Context: an optimization exercise on an open-source flow, tuned for small area, a short achievable clock period and few clock cycles per item. The choices shown serve that exercise and are no tape-out recipe. Where RTL was checked, it was by simulation tests only, not by an equivalence proof against the original. Power is estimated from default activity; no workload was simulated.

Design Neuron, start of the top module:
module Neuron (
 input clk,
 input GlobalReset,             
 input Input_Valid,             
 input [11:0] Bias,             
 output Idle,
 input [335:0] Row_Wgt,         
 input [27:0] Row_Pix,          
 output Row_Ready,              
 output [18:0] NeuronOutput,
 output OutputReady);
==> flow/config.mk <==
export PLATFORM = sky130hd
export DESIGN_NAME = Neuron
export DESIGN_NICKNAME = Neuron
export VERILOG_FILES = /design/flow/design.v
export SDC_FILE = /design/flow/constraint.sdc
export NUM_CORES = 4
export LEC_CHECK = 0
export CAP_MARGIN = 20
export CORE_MARGIN = 2
export CORE_UTILIZATION = 65
export CTS_BUF_LIST = sky130_fd_sc_hd__clkbuf_8
export CTS_CLUSTER_DIAMETER = 60
export CTS_CLUSTER_SIZE = 16
export PLACE_DENSITY = 0.85
export SETUP_SLACK_MARGIN = 1.6
export SLEW_MARGIN = 20
export SYNTH_HIERARCHICAL = 1
export SYNTH_MINIMUM_KEEP_SIZE = 0
==> flow/constraint.sdc <==
create_clock -name core_clock -period 4.0 [get_ports {clk}]
set_input_delay 0.8000 -clock core_clock [delete_from_list [all_inputs] [get_ports {clk}]]
set_output_delay 0.8000 -clock core_clock [all_outputs]
set_load 0.01 [all_outputs]
standard.sh (not shown) runs the stock make flow with config.mk's settings and CLKGATE_MAP_FILE= SYNTH_SCRIPT=/design/flow/synth_recipe.tcl, a recipe that flattens the netlist after the stock synthesis.
==> flow/flow/run.sh <==
#!/bin/bash
# The standard layout (the standard.sh: standard synthesis, then ORFS to
# finish), with the ports buffered by sky130_fd_sc_hd__buf_1 cells instead of
# the delay buffers buffer_ports picks by default. Make's output goes to
# flow.log; each ORFS step keeps its own log under orfs/logs/.
set -euo pipefail
bash standard.sh "BUFFER_PORTS_ARGS=-buffer_cell sky130_fd_sc_hd__buf_1" finish > flow.log 2>&1
The starting point went through all stages and came out clean.
Testbench counts at the start, summed over its fixed seeds: cycles 5,960, items 192.
Change:
Settings changed: CORE_UTILIZATION 65 to 40, PLACE_DENSITY 0.85 to 0.6.
The changed run finished with timing, DRC and antenna clean.
Sequential power falls by about 2%.
Cell count goes up by 10%.
Power shrinks by 0.54%.
First-iteration DRC count came out lower by 50%.
Flip-flop and latch count does not change.
Synthesized cell count does not change.
Sequential share of layout area goes down by 0.34 points.

* * *

Neuron, a different RTL version from the one above (not shown whole).
Size: roughly 1200 cells after synthesis, roughly 400 I/O pins.
==> flow/config.mk <==
export PLATFORM = sky130hd
export DESIGN_NAME = Neuron
export DESIGN_NICKNAME = Neuron
export VERILOG_FILES = /design/flow/design.v
export SDC_FILE = /design/flow/constraint.sdc
export NUM_CORES = 4
export LEC_CHECK = 0
export CAP_MARGIN = 20
export CORE_MARGIN = 2
export CORE_UTILIZATION = 55
export CTS_BUF_LIST = sky130_fd_sc_hd__clkbuf_8
export CTS_CLUSTER_DIAMETER = 50
export CTS_CLUSTER_SIZE = 24
export PLACE_DENSITY = 0.75
export SETUP_SLACK_MARGIN = 1.6
export SLEW_MARGIN = 20
export SYNTH_HIERARCHICAL = 1
export SYNTH_MINIMUM_KEEP_SIZE = 0
==> flow/constraint.sdc <==
create_clock -name core_clock -period 4.0 [get_ports {clk}]
set_input_delay 0.8000 -clock core_clock [delete_from_list [all_inputs] [get_ports {clk}]]
set_output_delay 0.8000 -clock core_clock [all_outputs]
set_load 0.01 [all_outputs]
Scripts as last shown in full above: flow/flow/run.sh
The baseline produced a clean layout.
Testbench counts at the start, summed over its fixed seeds: cycles 5,960, items 192.
Then changed:
CTS_CLUSTER_DIAMETER = 60   (was 50)
CTS_CLUSTER_SIZE = 16   (was 24)
=>
- The changed run finished with timing, DRC and antenna clean
- cell area shrinks by 0.95%
- flip-flop and latch count stays the same
- critical path depth stays the same
- total power goes down by 2.2%
- setup slack is about the same
- core utilization falls by 0.64 points
- first-iteration DRC count shrinks by 4.5%
- count of clock-buffer cells in the layout fell by 4
- combinational power is about the same
- final cell count shrinks by 0.73%

* * *

== P ==
Another version of the RTL of Neuron (not shown whole).
Size: ~1100 cells after synthesis, ~400 I/O pins.
export LEC_CHECK = 0
export CAP_MARGIN = 20
export CORE_MARGIN = 2
export CORE_UTILIZATION = 40
export CTS_BUF_LIST = sky130_fd_sc_hd__clkbuf_8
export CTS_CLUSTER_DIAMETER = 60
export CTS_CLUSTER_SIZE = 16
export PLACE_DENSITY = 0.6
export SETUP_SLACK_MARGIN = 1.9
export SLEW_MARGIN = 20
export SYNTH_HIERARCHICAL = 1
export SYNTH_MINIMUM_KEEP_SIZE = 0
create_clock -name core_clock -period 4.0 [get_ports {clk}]
Scripts as last shown in full above: flow/flow/run.sh
P ended with every stage complete and zero timing, DRC or antenna violations.
Edits applied to the flow inputs when going from P to Q:
Settings: clearing CTS_CLUSTER_DIAMETER, which used to be 60; swapping 1.9 for 1.6 in SETUP_SLACK_MARGIN; clearing CTS_CLUSTER_SIZE, which used to be 16; clearing CTS_BUF_LIST, which used to be sky130_fd_sc_hd__clkbuf_8.
==> run summary <==
- Going from P to Q, total power shrank by 2.5%, arrival time of data at the critical path endpoint rose 110 ps, non-clock buffer count fell about 5%, data required time of the critical path now smaller, TritonCTS buffer count now sits higher.
- Critical path startpoint = Row_Pix[1]: P; critical path startpoint = Row_Pix[26]: Q
- Of Q and P, the run reporting the lower count of clock-buffer cells in the layout was P.
- Diff P -> Q: layout-stage area growth over the synthesis result shrank by 13 points, final wirelength shrank by about 5%.
- Relative to P, number of violations reported at the end of detailed-routing iteration 0 increased by 11% in Q.
- Comparing Q and P, the higher clock latency on the worst-skew pair is on P.
Function was not checked in any run of this note: the RTL went through the layout flow alone.

## port drivers added, routing unchanged
No port has a modelled driver above. Below, the same layouts with a new extraction and two added sets of constraints. Step 1, drivers: a clkbuf_16 drives clk and a buf_2 each remaining input, both assumed. Step 2 adds t to the input delays and takes it off the output delays; t is the mean of the earliest and latest rising clock arrival at the registers after step 1. Input paths then give back, and output paths get back, about the clock's delay inside the block. a / b / c = ideal ports / drivers / drivers and shift; a / b = the first two.
run | shift t [ns] | setup WS [ns] | clock arrival spread, ns | worst register clock-pin slew, ns | cell pins on the clock port's net
the first run of note 1 | 0.554 | 1.560 / 1.577 / 1.022 | 0.029 / 0.029 | 0.11 / 0.11 | 1
the second run of note 1 | 0.562 | 1.548 / 1.568 / 1.006 | 0.018 / 0.018 | 0.10 / 0.10 | 1
the first run of note 2 | 0.559 | 1.591 / 1.612 / 1.053 | 0.026 / 0.026 | 0.11 / 0.11 | 1
the second run of note 2 | 0.536 | 1.590 / 1.605 / 1.069 | 0.022 / 0.022 | 0.10 / 0.10 | 1
P | 0.568 | 1.718 / 1.702 / 1.134 | 0.032 / 0.032 | 0.11 / 0.11 | 1
Q | 0.543 | 1.568 / 1.578 / 1.035 | 0.012 / 0.012 | 0.07 / 0.07 | 1
After both steps every run listed still meets setup and hold. The setup slack of P, which loses most, moves by -0.016 ns with the drivers and by -0.584 ns with both steps.
